Background: an optimization exercise with open tools, aiming at small area, a short achievable clock period and few clock cycles. Do not read the settings as production practice. No functional check of the RTL was part of any run shown here.

==> run.sh <==
#!/bin/bash
# synth_recipe.tcl (not shown) runs the flow's synth.tcl, then flattens the netlist and writes it again
# the make line also repeats each setting of config.mk as NAME=value (left out here)
make -C /OpenROAD-flow-scripts/flow DESIGN_CONFIG=/design/flow/config.mk WORK_HOME=/design/flow/orfs CLKGATE_MAP_FILE= SYNTH_SCRIPT=/design/flow/synth_recipe.tcl finish
==> config.mk <==
export PLATFORM = sky130hd
export DESIGN_NAME = geofence
export DESIGN_NICKNAME = geofence
export VERILOG_FILES = /design/flow/design.v
export SDC_FILE = /design/flow/constraint.sdc
export NUM_CORES = 4
export LEC_CHECK = 0
export CAP_MARGIN = 20
export CORE_MARGIN = 2
export CORE_UTILIZATION = 40
export SLEW_MARGIN = 20
==> constraint.sdc <==
create_clock -name core_clock -period 8.0 [get_ports {clk}]
set_input_delay 1.6000 -clock core_clock [delete_from_list [all_inputs] [get_ports {clk}]]
set_output_delay 1.6000 -clock core_clock [all_outputs]
set_load 0.01 [all_outputs]
==> design.v <==
module geofence ( clk,reset,X,Y,valid,is_inside);
input clk;
input reset;
input [9:0] X;
input [9:0] Y;
output reg valid;
output is_inside;
reg [3:0] cnt;           
reg [9:0] px, py;        
reg vsx, vsy; reg [9:0] vmx, vmy;    
reg rsx, rsy; reg [9:0] rmx, rmy;    
reg lsx, lsy; reg [9:0] lmx, lmy;    
reg full;
assign is_inside = full;
wire [10:0] dx = {1'b0, X} - {1'b0, px};
wire [10:0] dy = {1'b0, Y} - {1'b0, py};
wire [9:0] adx = dx[10] ? (px - X) : dx[9:0];
wire [9:0] ady = dy[10] ? (py - Y) : dy[9:0];
wire ra_sp = rsx ^ vsy;
wire ra_sq = rsy ^ vsx;
wire la_sp = lsx ^ vsy;
wire la_sq = lsy ^ vsx;
wire vzx = (vmx == 10'd0);
wire vzy = (vmy == 10'd0);
wire r_zero = ((rmx == 10'd0) | vzy) & ((rmy == 10'd0) | vzx);
wire l_zero = ((lmx == 10'd0) | vzy) & ((lmy == 10'd0) | vzx);
wire r_lt, l_lt;
xsign u_r (.a(rmx), .b(vmy), .c(rmy), .d(vmx), .e(ra_sp), .neg(r_lt));
xsign u_l (.a(lmx), .b(vmy), .c(lmy), .d(vmx), .e(~la_sp), .neg(l_lt));
wire a_neg = (ra_sp == ra_sq) ? (ra_sp ^ r_lt) : (ra_sp & ~r_zero);
wire b_pos = (la_sp == la_sq) ? (~la_sp ^ l_lt) : (~la_sp & ~l_zero);
wire first = (cnt == 4'd2);      
wire second = (cnt == 4'd3);     
wire later = (cnt >= 4'd4) & (cnt <= 4'd7);
wire load_r = first | (second & a_neg) | (later & a_neg & ~b_pos);
wire load_l = first | (second & ~a_neg) | (later & ~a_neg & b_pos);
always @(posedge clk or posedge reset) begin
    if (reset) begin
        cnt <= 4'd0;
        valid <= 1'b0;
    end else begin
        cnt <= (cnt == 4'd8) ? 4'd0 : cnt + 4'd1;
        valid <= (cnt == 4'd7);
    end
end
always @(posedge clk) begin
    if (cnt == 4'd0) begin
        px <= X;
        py <= Y;
    end
    vsx <= dx[10]; vmx <= adx;
    vsy <= dy[10]; vmy <= ady;
    if (load_r) begin
        rsx <= vsx; rmx <= vmx; rsy <= vsy; rmy <= vmy;
    end
    if (load_l) begin
        lsx <= vsx; lmx <= vmx; lsy <= vsy; lmy <= vmy;
    end
    if (first)
        full <= 1'b0;
    else if (later & a_neg & b_pos)
        full <= 1'b1;
end
endmodule
module xsign (a, b, c, d, e, neg);
input [9:0] a, b, c, d;
input e;
output neg;
wire t0 = (a[0] & b[0]);
wire t1 = ~(c[0] & d[0]);
wire t2 = ~e;
wire t3 = (a[0] & b[1]);
wire t4 = ~(c[0] & d[1]);
wire t5 = (a[1] & b[0]);
wire t6 = ~(c[1] & d[0]);
wire t7 = (a[0] & b[2]);
wire t8 = ~(c[0] & d[2]);
wire t9 = (a[1] & b[1]);
wire t10 = ~(c[1] & d[1]);
wire t11 = (a[2] & b[0]);
wire t12 = ~(c[2] & d[0]);
wire t13 = (a[0] & b[3]);
wire t14 = ~(c[0] & d[3]);
wire t15 = (a[1] & b[2]);
wire t16 = ~(c[1] & d[2]);
wire t17 = (a[2] & b[1]);
wire t18 = ~(c[2] & d[1]);
wire t19 = (a[3] & b[0]);
wire t20 = ~(c[3] & d[0]);
wire t21 = (a[0] & b[4]);
wire t22 = ~(c[0] & d[4]);
wire t23 = (a[1] & b[3]);
wire t24 = ~(c[1] & d[3]);
wire t25 = (a[2] & b[2]);
wire t26 = ~(c[2] & d[2]);
wire t27 = (a[3] & b[1]);
wire t28 = ~(c[3] & d[1]);
wire t29 = (a[4] & b[0]);
wire t30 = ~(c[4] & d[0]);
wire t31 = (a[0] & b[5]);
wire t32 = ~(c[0] & d[5]);
wire t33 = (a[1] & b[4]);
wire t34 = ~(c[1] & d[4]);
wire t35 = (a[2] & b[3]);
wire t36 = ~(c[2] & d[3]);
wire t37 = (a[3] & b[2]);
wire t38 = ~(c[3] & d[2]);
wire t39 = (a[4] & b[1]);
wire t40 = ~(c[4] & d[1]);
wire t41 = (a[5] & b[0]);
wire t42 = ~(c[5] & d[0]);
wire t43 = (a[0] & b[6]);
wire t44 = ~(c[0] & d[6]);
wire t45 = (a[1] & b[5]);
wire t46 = ~(c[1] & d[5]);
wire t47 = (a[2] & b[4]);
wire t48 = ~(c[2] & d[4]);
wire t49 = (a[3] & b[3]);
wire t50 = ~(c[3] & d[3]);
wire t51 = (a[4] & b[2]);
wire t52 = ~(c[4] & d[2]);
wire t53 = (a[5] & b[1]);
wire t54 = ~(c[5] & d[1]);
wire t55 = (a[6] & b[0]);
wire t56 = ~(c[6] & d[0]);
wire t57 = (a[0] & b[7]);
wire t58 = ~(c[0] & d[7]);
wire t59 = (a[1] & b[6]);
wire t60 = ~(c[1] & d[6]);
wire t61 = (a[2] & b[5]);
wire t62 = ~(c[2] & d[5]);
wire t63 = (a[3] & b[4]);
wire t64 = ~(c[3] & d[4]);
wire t65 = (a[4] & b[3]);
wire t66 = ~(c[4] & d[3]);
wire t67 = (a[5] & b[2]);
wire t68 = ~(c[5] & d[2]);
wire t69 = (a[6] & b[1]);
wire t70 = ~(c[6] & d[1]);
wire t71 = (a[7] & b[0]);
wire t72 = ~(c[7] & d[0]);
wire t73 = (a[0] & b[8]);
wire t74 = ~(c[0] & d[8]);
wire t75 = (a[1] & b[7]);
wire t76 = ~(c[1] & d[7]);
wire t77 = (a[2] & b[6]);
wire t78 = ~(c[2] & d[6]);
wire t79 = (a[3] & b[5]);
wire t80 = ~(c[3] & d[5]);
wire t81 = (a[4] & b[4]);
wire t82 = ~(c[4] & d[4]);
wire t83 = (a[5] & b[3]);
wire t84 = ~(c[5] & d[3]);
wire t85 = (a[6] & b[2]);
wire t86 = ~(c[6] & d[2]);
wire t87 = (a[7] & b[1]);
wire t88 = ~(c[7] & d[1]);
wire t89 = (a[8] & b[0]);
wire t90 = ~(c[8] & d[0]);
wire t91 = (a[0] & b[9]);
wire t92 = ~(c[0] & d[9]);
wire t93 = (a[1] & b[8]);
wire t94 = ~(c[1] & d[8]);
wire t95 = (a[2] & b[7]);
wire t96 = ~(c[2] & d[7]);
wire t97 = (a[3] & b[6]);
wire t98 = ~(c[3] & d[6]);
wire t99 = (a[4] & b[5]);
wire t100 = ~(c[4] & d[5]);
wire t101 = (a[5] & b[4]);
wire t102 = ~(c[5] & d[4]);
wire t103 = (a[6] & b[3]);
wire t104 = ~(c[6] & d[3]);
wire t105 = (a[7] & b[2]);
wire t106 = ~(c[7] & d[2]);
wire t107 = (a[8] & b[1]);
wire t108 = ~(c[8] & d[1]);
wire t109 = (a[9] & b[0]);
wire t110 = ~(c[9] & d[0]);
wire t111 = (a[1] & b[9]);
wire t112 = ~(c[1] & d[9]);
wire t113 = (a[2] & b[8]);
wire t114 = ~(c[2] & d[8]);
wire t115 = (a[3] & b[7]);
wire t116 = ~(c[3] & d[7]);
wire t117 = (a[4] & b[6]);
wire t118 = ~(c[4] & d[6]);
wire t119 = (a[5] & b[5]);
wire t120 = ~(c[5] & d[5]);
wire t121 = (a[6] & b[4]);
wire t122 = ~(c[6] & d[4]);
wire t123 = (a[7] & b[3]);
wire t124 = ~(c[7] & d[3]);
wire t125 = (a[8] & b[2]);
wire t126 = ~(c[8] & d[2]);
wire t127 = (a[9] & b[1]);
wire t128 = ~(c[9] & d[1]);
wire t129 = (a[2] & b[9]);
wire t130 = ~(c[2] & d[9]);
wire t131 = (a[3] & b[8]);
wire t132 = ~(c[3] & d[8]);
wire t133 = (a[4] & b[7]);
wire t134 = ~(c[4] & d[7]);
wire t135 = (a[5] & b[6]);
wire t136 = ~(c[5] & d[6]);
wire t137 = (a[6] & b[5]);
wire t138 = ~(c[6] & d[5]);
wire t139 = (a[7] & b[4]);
wire t140 = ~(c[7] & d[4]);
wire t141 = (a[8] & b[3]);
wire t142 = ~(c[8] & d[3]);
wire t143 = (a[9] & b[2]);
wire t144 = ~(c[9] & d[2]);
wire t145 = (a[3] & b[9]);
wire t146 = ~(c[3] & d[9]);
wire t147 = (a[4] & b[8]);
wire t148 = ~(c[4] & d[8]);
wire t149 = (a[5] & b[7]);
wire t150 = ~(c[5] & d[7]);
wire t151 = (a[6] & b[6]);
wire t152 = ~(c[6] & d[6]);
wire t153 = (a[7] & b[5]);
wire t154 = ~(c[7] & d[5]);
wire t155 = (a[8] & b[4]);
wire t156 = ~(c[8] & d[4]);
wire t157 = (a[9] & b[3]);
wire t158 = ~(c[9] & d[3]);
wire t159 = (a[4] & b[9]);
wire t160 = ~(c[4] & d[9]);
wire t161 = (a[5] & b[8]);
wire t162 = ~(c[5] & d[8]);
wire t163 = (a[6] & b[7]);
wire t164 = ~(c[6] & d[7]);
wire t165 = (a[7] & b[6]);
wire t166 = ~(c[7] & d[6]);
wire t167 = (a[8] & b[5]);
wire t168 = ~(c[8] & d[5]);
wire t169 = (a[9] & b[4]);
wire t170 = ~(c[9] & d[4]);
wire t171 = (a[5] & b[9]);
wire t172 = ~(c[5] & d[9]);
wire t173 = (a[6] & b[8]);
wire t174 = ~(c[6] & d[8]);
wire t175 = (a[7] & b[7]);
wire t176 = ~(c[7] & d[7]);
wire t177 = (a[8] & b[6]);
wire t178 = ~(c[8] & d[6]);
wire t179 = (a[9] & b[5]);
wire t180 = ~(c[9] & d[5]);
wire t181 = (a[6] & b[9]);
wire t182 = ~(c[6] & d[9]);
wire t183 = (a[7] & b[8]);
wire t184 = ~(c[7] & d[8]);
wire t185 = (a[8] & b[7]);
wire t186 = ~(c[8] & d[7]);
wire t187 = (a[9] & b[6]);
wire t188 = ~(c[9] & d[6]);
wire t189 = (a[7] & b[9]);
wire t190 = ~(c[7] & d[9]);
wire t191 = (a[8] & b[8]);
wire t192 = ~(c[8] & d[8]);
wire t193 = (a[9] & b[7]);
wire t194 = ~(c[9] & d[7]);
wire t195 = (a[8] & b[9]);
wire t196 = ~(c[8] & d[9]);
wire t197 = (a[9] & b[8]);
wire t198 = ~(c[9] & d[8]);
wire t199 = (a[9] & b[9]);
wire t200 = ~(c[9] & d[9]);
wire t201 = 1'b1 ^ t91 ^ t92;
wire t202 = (1'b1 & t91) | (1'b1 & t92) | (t91 & t92);
wire t203 = 1'b1 ^ t111;
wire t204 = 1'b1 & t111;
wire t205 = 1'b1 ^ t43 ^ t44;
wire t206 = (1'b1 & t43) | (1'b1 & t44) | (t43 & t44);
wire t207 = 1'b1 ^ t57 ^ t58;
wire t208 = (1'b1 & t57) | (1'b1 & t58) | (t57 & t58);
wire t209 = t59 ^ t60 ^ t61;
wire t210 = (t59 & t60) | (t59 & t61) | (t60 & t61);
wire t211 = t62 ^ t63;
wire t212 = t62 & t63;
wire t213 = 1'b1 ^ t73 ^ t74;
wire t214 = (1'b1 & t73) | (1'b1 & t74) | (t73 & t74);
wire t215 = t75 ^ t76 ^ t77;
wire t216 = (t75 & t76) | (t75 & t77) | (t76 & t77);
wire t217 = t78 ^ t79 ^ t80;
wire t218 = (t78 & t79) | (t78 & t80) | (t79 & t80);
wire t219 = t81 ^ t82 ^ t83;
wire t220 = (t81 & t82) | (t81 & t83) | (t82 & t83);
wire t221 = t84 ^ t85;
wire t222 = t84 & t85;
wire t223 = t201 ^ t93 ^ t94;
wire t224 = (t201 & t93) | (t201 & t94) | (t93 & t94);
wire t225 = t95 ^ t96 ^ t97;
wire t226 = (t95 & t96) | (t95 & t97) | (t96 & t97);
wire t227 = t98 ^ t99 ^ t100;
wire t228 = (t98 & t99) | (t98 & t100) | (t99 & t100);
wire t229 = t101 ^ t102 ^ t103;
wire t230 = (t101 & t102) | (t101 & t103) | (t102 & t103);
wire t231 = t104 ^ t105 ^ t106;
wire t232 = (t104 & t105) | (t104 & t106) | (t105 & t106);
wire t233 = t107 ^ t108;
wire t234 = t107 & t108;
wire t235 = t203 ^ t112 ^ t113;
wire t236 = (t203 & t112) | (t203 & t113) | (t112 & t113);
wire t237 = t114 ^ t115 ^ t116;
wire t238 = (t114 & t115) | (t114 & t116) | (t115 & t116);
wire t239 = t117 ^ t118 ^ t119;
wire t240 = (t117 & t118) | (t117 & t119) | (t118 & t119);
wire t241 = t120 ^ t121 ^ t122;
wire t242 = (t120 & t121) | (t120 & t122) | (t121 & t122);
wire t243 = t123 ^ t124 ^ t125;
wire t244 = (t123 & t124) | (t123 & t125) | (t124 & t125);
wire t245 = t126 ^ t127 ^ t128;
wire t246 = (t126 & t127) | (t126 & t128) | (t127 & t128);
wire t247 = t129 ^ t130 ^ t131;
wire t248 = (t129 & t130) | (t129 & t131) | (t130 & t131);
wire t249 = t132 ^ t133 ^ t134;
wire t250 = (t132 & t133) | (t132 & t134) | (t133 & t134);
wire t251 = t135 ^ t136 ^ t137;
wire t252 = (t135 & t136) | (t135 & t137) | (t136 & t137);
wire t253 = t138 ^ t139 ^ t140;
wire t254 = (t138 & t139) | (t138 & t140) | (t139 & t140);
wire t255 = t141 ^ t142 ^ t143;
wire t256 = (t141 & t142) | (t141 & t143) | (t142 & t143);
wire t257 = t145 ^ t146 ^ t147;
wire t258 = (t145 & t146) | (t145 & t147) | (t146 & t147);
wire t259 = t148 ^ t149 ^ t150;
wire t260 = (t148 & t149) | (t148 & t150) | (t149 & t150);
wire t261 = t151 ^ t152 ^ t153;
wire t262 = (t151 & t152) | (t151 & t153) | (t152 & t153);
wire t263 = t159 ^ t160 ^ t161;
wire t264 = (t159 & t160) | (t159 & t161) | (t160 & t161);
wire t265 = 1'b1 ^ t21 ^ t22;
wire t266 = (1'b1 & t21) | (1'b1 & t22) | (t21 & t22);
wire t267 = 1'b1 ^ t31 ^ t32;
wire t268 = (1'b1 & t31) | (1'b1 & t32) | (t31 & t32);
wire t269 = t33 ^ t34 ^ t35;
wire t270 = (t33 & t34) | (t33 & t35) | (t34 & t35);
wire t271 = t36 ^ t37;
wire t272 = t36 & t37;
wire t273 = t205 ^ t45 ^ t46;
wire t274 = (t205 & t45) | (t205 & t46) | (t45 & t46);
wire t275 = t47 ^ t48 ^ t49;
wire t276 = (t47 & t48) | (t47 & t49) | (t48 & t49);
wire t277 = t50 ^ t51 ^ t52;
wire t278 = (t50 & t51) | (t50 & t52) | (t51 & t52);
wire t279 = t53 ^ t54;
wire t280 = t53 & t54;
wire t281 = t207 ^ t209 ^ t211;
wire t282 = (t207 & t209) | (t207 & t211) | (t209 & t211);
wire t283 = t64 ^ t65 ^ t66;
wire t284 = (t64 & t65) | (t64 & t66) | (t65 & t66);
wire t285 = t67 ^ t68 ^ t69;
wire t286 = (t67 & t68) | (t67 & t69) | (t68 & t69);
wire t287 = t70 ^ t71 ^ t72;
wire t288 = (t70 & t71) | (t70 & t72) | (t71 & t72);
wire t289 = t213 ^ t215 ^ t217;
wire t290 = (t213 & t215) | (t213 & t217) | (t215 & t217);
wire t291 = t219 ^ t221 ^ t86;
wire t292 = (t219 & t221) | (t219 & t86) | (t221 & t86);
wire t293 = t87 ^ t88 ^ t89;
wire t294 = (t87 & t88) | (t87 & t89) | (t88 & t89);
wire t295 = t90 ^ t208 ^ t210;
wire t296 = (t90 & t208) | (t90 & t210) | (t208 & t210);
wire t297 = t223 ^ t225 ^ t227;
wire t298 = (t223 & t225) | (t223 & t227) | (t225 & t227);
wire t299 = t229 ^ t231 ^ t233;
wire t300 = (t229 & t231) | (t229 & t233) | (t231 & t233);
wire t301 = t109 ^ t110 ^ t214;
wire t302 = (t109 & t110) | (t109 & t214) | (t110 & t214);
wire t303 = t216 ^ t218 ^ t220;
wire t304 = (t216 & t218) | (t216 & t220) | (t218 & t220);
wire t305 = t235 ^ t237 ^ t239;
wire t306 = (t235 & t237) | (t235 & t239) | (t237 & t239);
wire t307 = t241 ^ t243 ^ t245;
wire t308 = (t241 & t243) | (t241 & t245) | (t243 & t245);
wire t309 = t202 ^ t224 ^ t226;
wire t310 = (t202 & t224) | (t202 & t226) | (t224 & t226);
wire t311 = t228 ^ t230 ^ t232;
wire t312 = (t228 & t230) | (t228 & t232) | (t230 & t232);
wire t313 = t247 ^ t249 ^ t251;
wire t314 = (t247 & t249) | (t247 & t251) | (t249 & t251);
wire t315 = t253 ^ t255 ^ t144;
wire t316 = (t253 & t255) | (t253 & t144) | (t255 & t144);
wire t317 = t204 ^ t236 ^ t238;
wire t318 = (t204 & t236) | (t204 & t238) | (t236 & t238);
wire t319 = t240 ^ t242 ^ t244;
wire t320 = (t240 & t242) | (t240 & t244) | (t242 & t244);
wire t321 = t257 ^ t259 ^ t261;
wire t322 = (t257 & t259) | (t257 & t261) | (t259 & t261);
wire t323 = t154 ^ t155 ^ t156;
wire t324 = (t154 & t155) | (t154 & t156) | (t155 & t156);
wire t325 = t157 ^ t158 ^ t248;
wire t326 = (t157 & t158) | (t157 & t248) | (t158 & t248);
wire t327 = t250 ^ t252 ^ t254;
wire t328 = (t250 & t252) | (t250 & t254) | (t252 & t254);
wire t329 = t263 ^ t162 ^ t163;
wire t330 = (t263 & t162) | (t263 & t163) | (t162 & t163);
wire t331 = t164 ^ t165 ^ t166;
wire t332 = (t164 & t165) | (t164 & t166) | (t165 & t166);
wire t333 = t167 ^ t168 ^ t169;
wire t334 = (t167 & t168) | (t167 & t169) | (t168 & t169);
wire t335 = t170 ^ t258 ^ t260;
wire t336 = (t170 & t258) | (t170 & t260) | (t258 & t260);
wire t337 = t171 ^ t172 ^ t173;
wire t338 = (t171 & t172) | (t171 & t173) | (t172 & t173);
wire t339 = t174 ^ t175 ^ t176;
wire t340 = (t174 & t175) | (t174 & t176) | (t175 & t176);
wire t341 = t177 ^ t178 ^ t179;
wire t342 = (t177 & t178) | (t177 & t179) | (t178 & t179);
wire t343 = t181 ^ t182 ^ t183;
wire t344 = (t181 & t182) | (t181 & t183) | (t182 & t183);
wire t345 = 1'b1 ^ t7;
wire t346 = 1'b1 & t7;
wire t347 = 1'b1 ^ t13 ^ t14;
wire t348 = (1'b1 & t13) | (1'b1 & t14) | (t13 & t14);
wire t349 = t15 ^ t16 ^ t17;
wire t350 = (t15 & t16) | (t15 & t17) | (t16 & t17);
wire t351 = t265 ^ t23 ^ t24;
wire t352 = (t265 & t23) | (t265 & t24) | (t23 & t24);
wire t353 = t25 ^ t26 ^ t27;
wire t354 = (t25 & t26) | (t25 & t27) | (t26 & t27);
wire t355 = t28 ^ t29;
wire t356 = t28 & t29;
wire t357 = t267 ^ t269 ^ t271;
wire t358 = (t267 & t269) | (t267 & t271) | (t269 & t271);
wire t359 = t38 ^ t39 ^ t40;
wire t360 = (t38 & t39) | (t38 & t40) | (t39 & t40);
wire t361 = t41 ^ t42 ^ t266;
wire t362 = (t41 & t42) | (t41 & t266) | (t42 & t266);
wire t363 = t273 ^ t275 ^ t277;
wire t364 = (t273 & t275) | (t273 & t277) | (t275 & t277);
wire t365 = t279 ^ t55 ^ t56;
wire t366 = (t279 & t55) | (t279 & t56) | (t55 & t56);
wire t367 = t268 ^ t270 ^ t272;
wire t368 = (t268 & t270) | (t268 & t272) | (t270 & t272);
wire t369 = t281 ^ t283 ^ t285;
wire t370 = (t281 & t283) | (t281 & t285) | (t283 & t285);
wire t371 = t287 ^ t206 ^ t274;
wire t372 = (t287 & t206) | (t287 & t274) | (t206 & t274);
wire t373 = t276 ^ t278 ^ t280;
wire t374 = (t276 & t278) | (t276 & t280) | (t278 & t280);
wire t375 = t289 ^ t291 ^ t293;
wire t376 = (t289 & t291) | (t289 & t293) | (t291 & t293);
wire t377 = t295 ^ t212 ^ t282;
wire t378 = (t295 & t212) | (t295 & t282) | (t212 & t282);
wire t379 = t284 ^ t286 ^ t288;
wire t380 = (t284 & t286) | (t284 & t288) | (t286 & t288);
wire t381 = t297 ^ t299 ^ t301;
wire t382 = (t297 & t299) | (t297 & t301) | (t299 & t301);
wire t383 = t303 ^ t222 ^ t290;
wire t384 = (t303 & t222) | (t303 & t290) | (t222 & t290);
wire t385 = t292 ^ t294 ^ t296;
wire t386 = (t292 & t294) | (t292 & t296) | (t294 & t296);
wire t387 = t305 ^ t307 ^ t309;
wire t388 = (t305 & t307) | (t305 & t309) | (t307 & t309);
wire t389 = t311 ^ t234 ^ t298;
wire t390 = (t311 & t234) | (t311 & t298) | (t234 & t298);
wire t391 = t300 ^ t302 ^ t304;
wire t392 = (t300 & t302) | (t300 & t304) | (t302 & t304);
wire t393 = t313 ^ t315 ^ t317;
wire t394 = (t313 & t315) | (t313 & t317) | (t315 & t317);
wire t395 = t319 ^ t246 ^ t306;
wire t396 = (t319 & t246) | (t319 & t306) | (t246 & t306);
wire t397 = t308 ^ t310 ^ t312;
wire t398 = (t308 & t310) | (t308 & t312) | (t310 & t312);
wire t399 = t321 ^ t323 ^ t325;
wire t400 = (t321 & t323) | (t321 & t325) | (t323 & t325);
wire t401 = t327 ^ t256 ^ t314;
wire t402 = (t327 & t256) | (t327 & t314) | (t256 & t314);
wire t403 = t316 ^ t318 ^ t320;
wire t404 = (t316 & t318) | (t316 & t320) | (t318 & t320);
wire t405 = t329 ^ t331 ^ t333;
wire t406 = (t329 & t331) | (t329 & t333) | (t331 & t333);
wire t407 = t335 ^ t262 ^ t322;
wire t408 = (t335 & t262) | (t335 & t322) | (t262 & t322);
wire t409 = t324 ^ t326 ^ t328;
wire t410 = (t324 & t326) | (t324 & t328) | (t326 & t328);
wire t411 = t337 ^ t339 ^ t341;
wire t412 = (t337 & t339) | (t337 & t341) | (t339 & t341);
wire t413 = t180 ^ t264 ^ t330;
wire t414 = (t180 & t264) | (t180 & t330) | (t264 & t330);
wire t415 = t332 ^ t334 ^ t336;
wire t416 = (t332 & t334) | (t332 & t336) | (t334 & t336);
wire t417 = t343 ^ t184 ^ t185;
wire t418 = (t343 & t184) | (t343 & t185) | (t184 & t185);
wire t419 = t186 ^ t187 ^ t188;
wire t420 = (t186 & t187) | (t186 & t188) | (t187 & t188);
wire t421 = t338 ^ t340 ^ t342;
wire t422 = (t338 & t340) | (t338 & t342) | (t340 & t342);
wire t423 = t189 ^ t190 ^ t191;
wire t424 = (t189 & t190) | (t189 & t191) | (t190 & t191);
wire t425 = t192 ^ t193 ^ t194;
wire t426 = (t192 & t193) | (t192 & t194) | (t193 & t194);
wire t427 = 1'b1 ^ t3;
wire t428 = 1'b1 & t3;
wire t429 = t345 ^ t8 ^ t9;
wire t430 = (t345 & t8) | (t345 & t9) | (t8 & t9);
wire t431 = t10 ^ t11;
wire t432 = t10 & t11;
wire t433 = t347 ^ t349 ^ t18;
wire t434 = (t347 & t349) | (t347 & t18) | (t349 & t18);
wire t435 = t19 ^ t20 ^ t346;
wire t436 = (t19 & t20) | (t19 & t346) | (t20 & t346);
wire t437 = t351 ^ t353 ^ t355;
wire t438 = (t351 & t353) | (t351 & t355) | (t353 & t355);
wire t439 = t30 ^ t348 ^ t350;
wire t440 = (t30 & t348) | (t30 & t350) | (t348 & t350);
wire t441 = t357 ^ t359 ^ t361;
wire t442 = (t357 & t359) | (t357 & t361) | (t359 & t361);
wire t443 = t352 ^ t354 ^ t356;
wire t444 = (t352 & t354) | (t352 & t356) | (t354 & t356);
wire t445 = t363 ^ t365 ^ t367;
wire t446 = (t363 & t365) | (t363 & t367) | (t365 & t367);
wire t447 = t358 ^ t360 ^ t362;
wire t448 = (t358 & t360) | (t358 & t362) | (t360 & t362);
wire t449 = t369 ^ t371 ^ t373;
wire t450 = (t369 & t371) | (t369 & t373) | (t371 & t373);
wire t451 = t364 ^ t366 ^ t368;
wire t452 = (t364 & t366) | (t364 & t368) | (t366 & t368);
wire t453 = t375 ^ t377 ^ t379;
wire t454 = (t375 & t377) | (t375 & t379) | (t377 & t379);
wire t455 = t370 ^ t372 ^ t374;
wire t456 = (t370 & t372) | (t370 & t374) | (t372 & t374);
wire t457 = t381 ^ t383 ^ t385;
wire t458 = (t381 & t383) | (t381 & t385) | (t383 & t385);
wire t459 = t376 ^ t378 ^ t380;
wire t460 = (t376 & t378) | (t376 & t380) | (t378 & t380);
wire t461 = t387 ^ t389 ^ t391;
wire t462 = (t387 & t389) | (t387 & t391) | (t389 & t391);
wire t463 = t382 ^ t384 ^ t386;
wire t464 = (t382 & t384) | (t382 & t386) | (t384 & t386);
wire t465 = t393 ^ t395 ^ t397;
wire t466 = (t393 & t395) | (t393 & t397) | (t395 & t397);
wire t467 = t388 ^ t390 ^ t392;
wire t468 = (t388 & t390) | (t388 & t392) | (t390 & t392);
wire t469 = t399 ^ t401 ^ t403;
wire t470 = (t399 & t401) | (t399 & t403) | (t401 & t403);
wire t471 = t394 ^ t396 ^ t398;
wire t472 = (t394 & t396) | (t394 & t398) | (t396 & t398);
wire t473 = t405 ^ t407 ^ t409;
wire t474 = (t405 & t407) | (t405 & t409) | (t407 & t409);
wire t475 = t400 ^ t402 ^ t404;
wire t476 = (t400 & t402) | (t400 & t404) | (t402 & t404);
wire t477 = t411 ^ t413 ^ t415;
wire t478 = (t411 & t413) | (t411 & t415) | (t413 & t415);
wire t479 = t406 ^ t408 ^ t410;
wire t480 = (t406 & t408) | (t406 & t410) | (t408 & t410);
wire t481 = t417 ^ t419 ^ t421;
wire t482 = (t417 & t419) | (t417 & t421) | (t419 & t421);
wire t483 = t412 ^ t414 ^ t416;
wire t484 = (t412 & t414) | (t412 & t416) | (t414 & t416);
wire t485 = t423 ^ t425 ^ t344;
wire t486 = (t423 & t425) | (t423 & t344) | (t425 & t344);
wire t487 = t418 ^ t420 ^ t422;
wire t488 = (t418 & t420) | (t418 & t422) | (t420 & t422);
wire t489 = t195 ^ t196 ^ t197;
wire t490 = (t195 & t196) | (t195 & t197) | (t196 & t197);
wire t491 = t198 ^ t424 ^ t426;
wire t492 = (t198 & t424) | (t198 & t426) | (t424 & t426);
wire t493 = t427 ^ t4;
wire t494 = t427 & t4;
wire t495 = t429 ^ t431 ^ t12;
wire t496 = (t429 & t431) | (t429 & t12) | (t431 & t12);
wire t497 = t433 ^ t435 ^ t430;
wire t498 = (t433 & t435) | (t433 & t430) | (t435 & t430);
wire t499 = t437 ^ t439 ^ t434;
wire t500 = (t437 & t439) | (t437 & t434) | (t439 & t434);
wire t501 = t441 ^ t443 ^ t438;
wire t502 = (t441 & t443) | (t441 & t438) | (t443 & t438);
wire t503 = t445 ^ t447 ^ t442;
wire t504 = (t445 & t447) | (t445 & t442) | (t447 & t442);
wire t505 = t449 ^ t451 ^ t446;
wire t506 = (t449 & t451) | (t449 & t446) | (t451 & t446);
wire t507 = t453 ^ t455 ^ t450;
wire t508 = (t453 & t455) | (t453 & t450) | (t455 & t450);
wire t509 = t457 ^ t459 ^ t454;
wire t510 = (t457 & t459) | (t457 & t454) | (t459 & t454);
wire t511 = t461 ^ t463 ^ t458;
wire t512 = (t461 & t463) | (t461 & t458) | (t463 & t458);
wire t513 = t465 ^ t467 ^ t462;
wire t514 = (t465 & t467) | (t465 & t462) | (t467 & t462);
wire t515 = t469 ^ t471 ^ t466;
wire t516 = (t469 & t471) | (t469 & t466) | (t471 & t466);
wire t517 = t473 ^ t475 ^ t470;
wire t518 = (t473 & t475) | (t473 & t470) | (t475 & t470);
wire t519 = t477 ^ t479 ^ t474;
wire t520 = (t477 & t479) | (t477 & t474) | (t479 & t474);
wire t521 = t481 ^ t483 ^ t478;
wire t522 = (t481 & t483) | (t481 & t478) | (t483 & t478);
wire t523 = t485 ^ t487 ^ t482;
wire t524 = (t485 & t487) | (t485 & t482) | (t487 & t482);
wire t525 = t489 ^ t491 ^ t486;
wire t526 = (t489 & t491) | (t489 & t486) | (t491 & t486);
wire t527 = t199 ^ t200 ^ t490;
wire t528 = (t199 & t200) | (t199 & t490) | (t200 & t490);
wire t529 = t0 ^ t1;
wire t530 = t0 & t1;
wire t531 = t493 ^ t5 ^ t6;
wire t532 = (t493 & t5) | (t493 & t6) | (t5 & t6);
wire t533 = t495 ^ t428 ^ t494;
wire t534 = (t495 & t428) | (t495 & t494) | (t428 & t494);
wire t535 = t497 ^ t432 ^ t496;
wire t536 = (t497 & t432) | (t497 & t496) | (t432 & t496);
wire t537 = t499 ^ t436 ^ t498;
wire t538 = (t499 & t436) | (t499 & t498) | (t436 & t498);
wire t539 = t501 ^ t440 ^ t500;
wire t540 = (t501 & t440) | (t501 & t500) | (t440 & t500);
wire t541 = t503 ^ t444 ^ t502;
wire t542 = (t503 & t444) | (t503 & t502) | (t444 & t502);
wire t543 = t505 ^ t448 ^ t504;
wire t544 = (t505 & t448) | (t505 & t504) | (t448 & t504);
wire t545 = t507 ^ t452 ^ t506;
wire t546 = (t507 & t452) | (t507 & t506) | (t452 & t506);
wire t547 = t509 ^ t456 ^ t508;
wire t548 = (t509 & t456) | (t509 & t508) | (t456 & t508);
wire t549 = t511 ^ t460 ^ t510;
wire t550 = (t511 & t460) | (t511 & t510) | (t460 & t510);
wire t551 = t513 ^ t464 ^ t512;
wire t552 = (t513 & t464) | (t513 & t512) | (t464 & t512);
wire t553 = t515 ^ t468 ^ t514;
wire t554 = (t515 & t468) | (t515 & t514) | (t468 & t514);
wire t555 = t517 ^ t472 ^ t516;
wire t556 = (t517 & t472) | (t517 & t516) | (t472 & t516);
wire t557 = t519 ^ t476 ^ t518;
wire t558 = (t519 & t476) | (t519 & t518) | (t476 & t518);
wire t559 = t521 ^ t480 ^ t520;
wire t560 = (t521 & t480) | (t521 & t520) | (t480 & t520);
wire t561 = t523 ^ t484 ^ t522;
wire t562 = (t523 & t484) | (t523 & t522) | (t484 & t522);
wire t563 = t525 ^ t488 ^ t524;
wire t564 = (t525 & t488) | (t525 & t524) | (t488 & t524);
wire t565 = t527 ^ t492 ^ t526;
wire t566 = (t527 & t492) | (t527 & t526) | (t492 & t526);
wire [20:0] rs = {1'b1, t528, t565, t563, t561, t559, t557, t555, t553, t551, t549, t547, t545, t543, t541, t539, t537, t535, t533, t531, t529};
wire [20:0] rc = {1'b0, t566, t564, t562, t560, t558, t556, t554, t552, t550, t548, t546, t544, t542, t540, t538, t536, t534, t532, t530, t2};
wire [20:0] sum = rs + rc;
assign neg = sum[20];
endmodule
==> results by group, run 1 <==
Outcome
  – Status: no timing/DRC/antenna violations

Worst hold path
  – Hold Crit Depth: 1
  – Hold Path Class: flop to flop
  – Hold_sp: cnt[0]
  – Hold path endpoint: cnt[0]

Timing
  – Pins Over Slew Limit: 0
  – Hold Vio Cnt, Final: 0
  – Post-Route Setup TNS: 0 ns
  – Period Utilization, post-route: 88.3%
  – Final setup vio count: 0
  – RSZ-0062 raised after global routing: false
  – Slew @ Worst Pin: 0.738 ns
  – Clock skew: 0.00939 ns
  – Crit path time final: 7.06 ns
  – Fmax: 0.142 GHz
  – Slew margin rel.: 50.7%

Routing
  – Iter 0 DRT Violations: 668
  – Residual DRC count: 0
  – Number of routed nets with antenna violations: 0
  – Routed len/inst: 17.5 um
  – Final wirelength: 38200 um
  – Via density: 5.02
  – DR vias: 11.0k
  – Drt pass-1 iters: 5

Setup path
  – Capturing element type of the critical path: flop
  – R2r endpoint: lmx[2]
  – Crit path kind: flop to flop
  – Critical Path AT: 7.09 ns
  – Cell chain of the critical path: nand2_1 > fa_1 > inv_1 > fa_1 > inv_1 > fa_1 > fa_1 > inv_1 > fa_1 > fa_1 > inv_1 > ha_1 > a21oi_1 > o21ai_0 > a221o_1 > a221oi_1 > mux2i_1 > or3b_1 > nand3_1 > buf_4
  – R2R setup slack: 0.94 ns
  – Slowest cell delay on critical path: 0.69 ns
  – Worst R2R Start: vmx[9]
  – R2R cell count: 20
  – Critical Path RT: 8.03 ns
  – Cell mode on critical path: fa_1
  – CP Launch Type: flop
  – Critical path's slowest cell: dfxtp_1
  – CP Max Fanout: 22

Synth
  – Synth async-reset ratio: 5.43%
  – Mapped Nets: 2135
  – Distinct cells, synth: 59
  – Avg Cell Area, Syn: 9.56 um^2
  – Synth top cells by count: inv_1 (391), fa_1 (330), nand2_1 (235)
  – Ys flop type: edfxtp_1
  – Post-synth top area cell: fa_1
  – Count leader, synth: inv_1
  – Synth area leaders: fa_1 (41%), edfxtp_1 (12%), inv_1 (9.2%)
  – Number of synthesized register bits: 92
  – Number of synthesized flops with an enable pin: 64
  – Mapped Area: 16000 um^2
  – Seq/Total Area, Yosys: 15.7%
  – Yosys warnings: 1
  – Syn Inst Count: 1672
  – Post-synth top area share: 41.3%

Cells and area
  – Multi-input gate area: 11700 um^2
  – Fill cells: 3849
  – Nets@finish: 2113
  – Share of cells above drive strength 1: 3.63%
  – Syn-to-layout area delta: 6.69%
  – Sequential cell area: 2510 um^2
  – Post-route cell area: 17100 um^2

Die
  – Row count: 73
  – Initial Utilization: 40.4%
  – IO Count: 24
  – Die Wd: 204 um
  – Core area: 39500 um^2
  – Die ar.: 41600 um^2
  – DIE HEIGHT: 204 um

CTS
  – Clock buffer count from CTS: 9
  – Max clock buf depth: 2
  – Setup bufs post-CTS: 0
  – CTS tree: built
  – CTS root buf: clkbuf_16
  – Hold buffers post-CTS: 0
  – Clock slew at reported path FFs: 0.07 ns
  – Post-CTS sizing: 0
  – H-tree depth: 3
  – Worst skew pair latency: 0.35 ns
  – Clk sinks: 92

GRT
  – First-pass GRT wire length: 63500 um
  – Gr usage total: 19.7%
  – Antenna violations before repair: 0
  – Largest net degree at the start of global routing: 23
  – Total gr overflow: 0
  – Vias in the first global route: 12.1k

Placement
  – Placed inst area: 16800 um^2
  – Buffers on Ports: 23
  – DP HPWL: 30200 um
  – RePlAce Congestion: 0.840

Run
  – Max_cap viols: 0
placed cells by master (no fill, tap or decap), drive strengths merged, types with 10 or more instances in the layout:
cell type	synthesis	layout
mux2i	14	14
o21ai	25	25
xnor2	12	12
nor4	14	14
nor2b	10	10
dfxtp	23	23
buf	4	29
fa	330	330
ha	111	111
and2	192	192
nor2	25	25
nand2	235	235
clkdlybuf4s50	0	23
a21oi	28	28
nand3	16	16
xor2	10	10
edfxtp	64	64
inv	391	395
flip-flops by register name, summed over array words and instances, names as in the netlist, 4 cells and up:
| signal | count |
|---|---|
| rmx | 10 |
| vmy | 10 |
| px | 10 |
| vmx | 10 |
| cnt | 4 |
| lmx | 10 |
| lmy | 10 |
| rmy | 10 |
| py | 10 |
metrics by stage:
stage               std cells  setup slack (ns)  hold WS, ns  utilization [%]
CTS                      2180             0.926        0.497             43.1
finish                   2182             0.936        0.493             43.1
floorplan                1672              1.14        0.448                -
global route             2180             0.600        0.539             43.1
global placement         2164              1.03        0.475             42.4
detailed placement       2164             0.953        0.482             42.4
worst max-delay path by stage:
stage	start	endpoint	slack, ns	depth (start not counted)
6_report	vmx[9]	lmx[2]	0.94	20
3_3_place_gp	lmx[4]	lmy[4]	1.03	20
5_1_grt	vmx[9]	lmy[7]	0.60	20
3_5_place_dp	vmx[9]	lmx[2]	0.95	20
4_1_cts	vmx[9]	lmy[7]	0.93	20
2_1_floorplan	vmx[9]	lmx[0]	1.14	21
worst max-delay path, delay by kind of cell (launching register included):
| kind | cells | cell delay, ns |
|---|---|---|
| adder cells (fa/ha/maj) | 7 | 3.50 |
| AO/OA/AOI/OAI | 4 | 1.12 |
| flip-flops | 1 | 0.69 |
| AND/OR/NAND/NOR | 3 | 0.63 |
| buffers and inverters | 5 | 0.52 |
| multiplexers | 1 | 0.28 |
layout make-up:
cell class,count,area share [%]
antenna,2,0.0294
clock buffer,9,1.32
clock inverter,7,0.374
inverter,391,8.61
multi-input combinational,1104,68.5
sequential,92,14.7
tap,525,3.85
timing repair buffer,52,2.63
layer usage:
metal	vias up	track usage, %	part of all wire, %
li1	4926	-	-
met1	5602	26.7	43
met2	364	33.4	49
met3	63	2.07	5.5
met4	0	5.84	2.8
met5	-	0	0
logic make-up (layout without fill, tap and decap cells):
kind of cell | count (synthesis) | count (layout) | synth area share [%]
AO/OA/AOI/OAI | 103 | 103 | 4.46
XOR/XNOR | 22 | 22 | 1.21
adder cells (fa/ha/maj) | 441 | 441 | 50.0
buffers and inverters | 476 | 459 | 11.3
flip-flops | 92 | 92 | 15.7
multiplexers | 14 | 14 | 0.877
other | 0 | 2 | 0
AND/OR/NAND/NOR | 524 | 524 | 16.5
==> run 2: changes to the inputs <==
--- a/config.mk
+++ b/config.mk
@@ -6,6 +6,8 @@
 export NUM_CORES = 4
 export LEC_CHECK = 0
+export ABC_CLOCK_PERIOD_IN_PS = 4000
 export CAP_MARGIN = 20
 export CORE_MARGIN = 2
 export CORE_UTILIZATION = 40
+export SETUP_SLACK_MARGIN = 3.0
 export SLEW_MARGIN = 20
==> run 2 against run 1 <==
Non-clock buffer count up 146; setup slack gained 0.84 ns; global-route usage increased by 1.7 points; first-iteration DRC count grew 18%; hold slack lost 0.0070 ns; critical path type unchanged; critical endpoint is now rmx[0]; largest cell class unchanged.
==> results by group, run 2 <==
Run
  – Max_cap viols: 0 (unchanged)

Cells and area
  – Commonest non-fill, non-tap cell in the layout: inv_1
  – Fin cells: 2331 (+6.8%)
  – Syn-to-layout area delta: 18.7%
  – Share of cells above drive strength 1: 17.0% (+13 points)
  – Fill cells: 3636 (-5.5%)
  – Nets@finish: 2263 (+7.1%)
  – Multi-input gate area: 12200 um^2 (+4.7%)
  – Sequential cell area: 2570 um^2 (+2.5%)
  – Most frequent cells in the layout: inv_1 (380), fa_1 (316), nand2_1 (230)

Synth
  – Distinct cells, synth: 59 (unchanged)
  – Mapped Nets: 2135 (unchanged)
  – Mapped Area: 16000 um^2 (unchanged)
  – Number of synthesized flops with an enable pin: 64 (unchanged)
  – Synth async-reset ratio: 5.43% (unchanged)
  – Combinational family with the most area after synthesis: adder cells
  – Synth area leaders: fa_1 (41%), edfxtp_1 (12%), inv_1 (9.2%)
  – Yosys warnings: 1 (unchanged)
  – Seq/Total Area, Yosys: 15.7% (unchanged)
  – Post-synth top area share: 41.3% (unchanged)
  – Post-synthesis adder-cell area fraction: 50.0% (unchanged)
  – Mux cell area share after synthesis: 0.877% (unchanged)
  – Post-synth top area cell: fa_1
  – Avg Cell Area, Syn: 9.56 um^2 (unchanged)
  – Ys flop type: edfxtp_1
  – Complex-gate fraction of the synthesized area: 4.46% (unchanged)
  – Synth Area in XOR/XNOR: 1.21% (unchanged)
  – Number of synthesized register bits: 92 (unchanged)
  – Synth top cells by count: inv_1 (391), fa_1 (330), nand2_1 (235)
  – Count leader, synth: inv_1
  – Simple-Gate Fraction of Synth Area: 16.5% (unchanged)
  – Syn Inst Count: 1672 (unchanged)

Setup path
  – CP Max Fanout: 6 (-73%)
  – Critical Path AT: 6.29 ns (-0.80 ns)
  – Critical Path RT: 8.06 ns (+0.03 ns)
  – R2R cell count: 21 (+5.0%)
  – Worst R2R Start: rmx[5]
  – Capturing element type of the critical path: flop
  – R2r endpoint: rmx[0]
  – CP Launch Type: flop
  – Crit path kind: flop to flop
  – R2R setup slack: 1.78 ns (+0.84 ns)

Routing
  – Residual DRC count: 0 (unchanged)
  – Met3 routed WL: 3370 um (+61%)
  – Met1 WL: 16000 um (-2.1%)
  – Routed len/inst: 18.3 um (+4.4%)
  – DR vias: 11.8k (+7.7%)
  – Final wirelength: 42600 um (+11%)
  – Number of routed nets with antenna violations: 0 (unchanged)
  – Via density: 5.06 (+0.82%)
  – Iter 0 DRT Violations: 789 (+18%)
  – Drt pass-1 iters: 7 (+2)
  – DR WL met2: 21400 um (+14%)
  – Top Layer Used: met4

Timing
  – Crit path time final: 6.22 ns (-0.840 ns)
  – Slew @ Worst Pin: 0.759 ns (+0.0212 ns)
  – Final setup vio count: 0 (unchanged)
  – Clock skew: 0.0118 ns (+0.00242 ns)
  – Post-Route Setup TNS: 0 ns (unchanged)
  – Hold Vio Cnt, Final: 0 (unchanged)
  – Fmax: 0.161 GHz (+13%)
  – Period Utilization, post-route: 77.8% (-10 points)
  – RSZ-0062 raised after global routing: true
  – Pins Over Slew Limit: 0 (unchanged)
  – Slew margin rel.: 49.0% (-1.7 points)

Die
  – Row count: 73 (unchanged)
  – Initial Utilization: 40.4% (unchanged)
  – Die Wd: 204 um (unchanged)
  – Core area: 39500 um^2 (unchanged)
  – Die ar.: 41600 um^2 (unchanged)
  – DIE HEIGHT: 204 um (unchanged)
  – IO Count: 24 (unchanged)

Worst hold path
  – Hold Path Class: flop to flop
  – Hold_sp: cnt[0]
  – Hold path endpoint: cnt[0]
  – Hold Crit Depth: 1 (unchanged)

CTS
  – H-tree depth: 3 (unchanged)
  – Clock buffer count from CTS: 9 (unchanged)
  – Clk sinks: 92 (unchanged)
  – Max clock buf depth: 2 (unchanged)
  – CTS root buf: clkbuf_16
  – Clock slew at reported path FFs: 0.07 ns (about the same)
  – Worst skew pair latency: 0.35 ns (about the same)
  – CTS tree: built

GRT
  – Total gr overflow: 0 (unchanged)
  – Antenna violations before repair: 1 (+1)
  – First-pass GRT wire length: 68000 um (+7.0%)
  – Vias in the first global route: 12.8k (+6.5%)
  – Largest net degree at the start of global routing: 24 (+4.3%)
  – Gr usage total: 21.3% (+1.7 points)

Placement
  – Placed insts: 2154 (-0.46%)
  – RePlAce Congestion: 0.864 (+2.9%)
  – Buffers on Ports: 23 (unchanged)
  – DP HPWL: 29900 um (-1.1%)

Outcome
  – Status: no timing/DRC/antenna violations
-- run 2: changes by cell type in the layout (fill, tap and decap cells not counted), moves of 14 or more --
cell and delta:
dfxtp_4 +16, ha_4 +14, and2_4 +15, fa_2 +14
ha_1 -15, buf_6 +21, and2_1 -15, fa_1 -14
dfxtp_1 -18, buf_4 +118
-- run 2: kinds of logic after synthesis --
group / count (synthesis)
adder cells (fa/ha/maj): 441
buffers and inverters: 476
multiplexers: 14
AND/OR/NAND/NOR: 524
XOR/XNOR: 22
AO/OA/AOI/OAI: 103
flip-flops: 92
-- run 2: repair_timing --
action / 4_1_cts / 5_1_grt
pin swaps: 48 / 48
hold endpoints to repair: 0 / 0
hold buffers: 0 / 0
endpoints found under the setup margin: 45 / 45
resized for setup: 89 / 56
gates cloned: 4 / 0
setup buffers: 122 / 34
-- run 2: area by class of cell --
type	instances	share of cell area, %
clock inverters	6	0.581
repair buffers	198	8.96
multi-input cells	1108	64.5
flip-flops and latches	92	13.5
well taps	525	3.46
clock buffers	10	1.21
diodes	1	0.0132
inverters	391	7.74
-- run 2: per-stage QoR --
| step | worst slack (ns) | instance area [um^2] | hold WS [ns] | utilization, % |
|---|---|---|---|---|
| finish | 1.78 | 19000 | 0.486 | 48.0 |
| global route | 1.63 | 19000 | 0.512 | 48.0 |
| CTS | 1.81 | 18400 | 0.493 | 46.6 |
| detailed placement | 0.883 | 16800 | 0.479 | 42.4 |
| global placement | 1.06 | 16800 | 0.471 | 42.4 |
| floorplan | 1.85 | 16100 | 0.448 | - |
-- run 2: worst max-delay path by stage --
stage                     startpoint      to  slack (ns)  depth (start not counted)
final                         rmx[5]  rmx[0]        1.78                         21
after global routing          rmx[5]  rmx[6]        1.63                         21
after CTS                     lmx[4]  rmx[0]        1.81                         20
after detailed placement      vmy[3]  rmy[7]        0.88                         18
after global placement        vmy[3]  rmx[9]        1.06                         18
after floorplan               rmx[5]  rmx[0]        1.85                         20
-- run 2: layer usage --
metal / vias up / GRT usage (%)
li1: 5227 / -
met1: 5972 / 25.8
met2: 486 / 37.5
met3: 114 / 4.15
met4: 0 / 8.39
met5: - / 0
-- run 2: worst max-delay path: stages, from the launching register on --
cell	delay (ns)
edfxtp_1	0.41
buf_4	0.18
and2_4	0.14
fa_1	0.55
inv_1	0.05
fa_1	0.47
inv_1	0.05
fa_1	0.45
fa_1	0.49
inv_1	0.05
fa_1	0.45
fa_1	0.50
inv_1	0.07
ha_4	0.26
a21oi_4	0.15
o21ai_2	0.08
a221o_1	0.44
a211o_1	0.27
a211o_4	0.35
nand2b_4	0.18
o221ai_4	0.22
buf_6	0.16

[re-timing with driven ports]
The results above use ideal ports. As a check the final layouts listed here were re-extracted and re-timed, cells and wires unchanged. Step 1, drivers: a clkbuf_16 drives clk and a buf_2 each remaining input, both assumed. Step 2, shift: input delay + t, output delay - t, t = (earliest + latest rising clock arrival at the registers) / 2. This alone moves slack from input paths to output paths. a / b / c = no drivers / after step 1 / after step 2; a / b = the first two.
| run | shift t [ns] | slack for setup (ns) | hold slack, ns | clock arrival spread, ns | worst register clock-pin slew, ns |
|---|---|---|---|---|---|
| run 1 | 0.386 | 0.936 / 0.936 / 0.936 | 0.493 / 0.493 / 0.493 | 0.010 / 0.010 | 0.07 / 0.07 |
| run 2 | 0.384 | 1.775 / 1.775 / 1.775 | 0.486 / 0.486 / 0.486 | 0.012 / 0.012 | 0.07 / 0.07 |
After both steps every run listed still meets setup and hold.
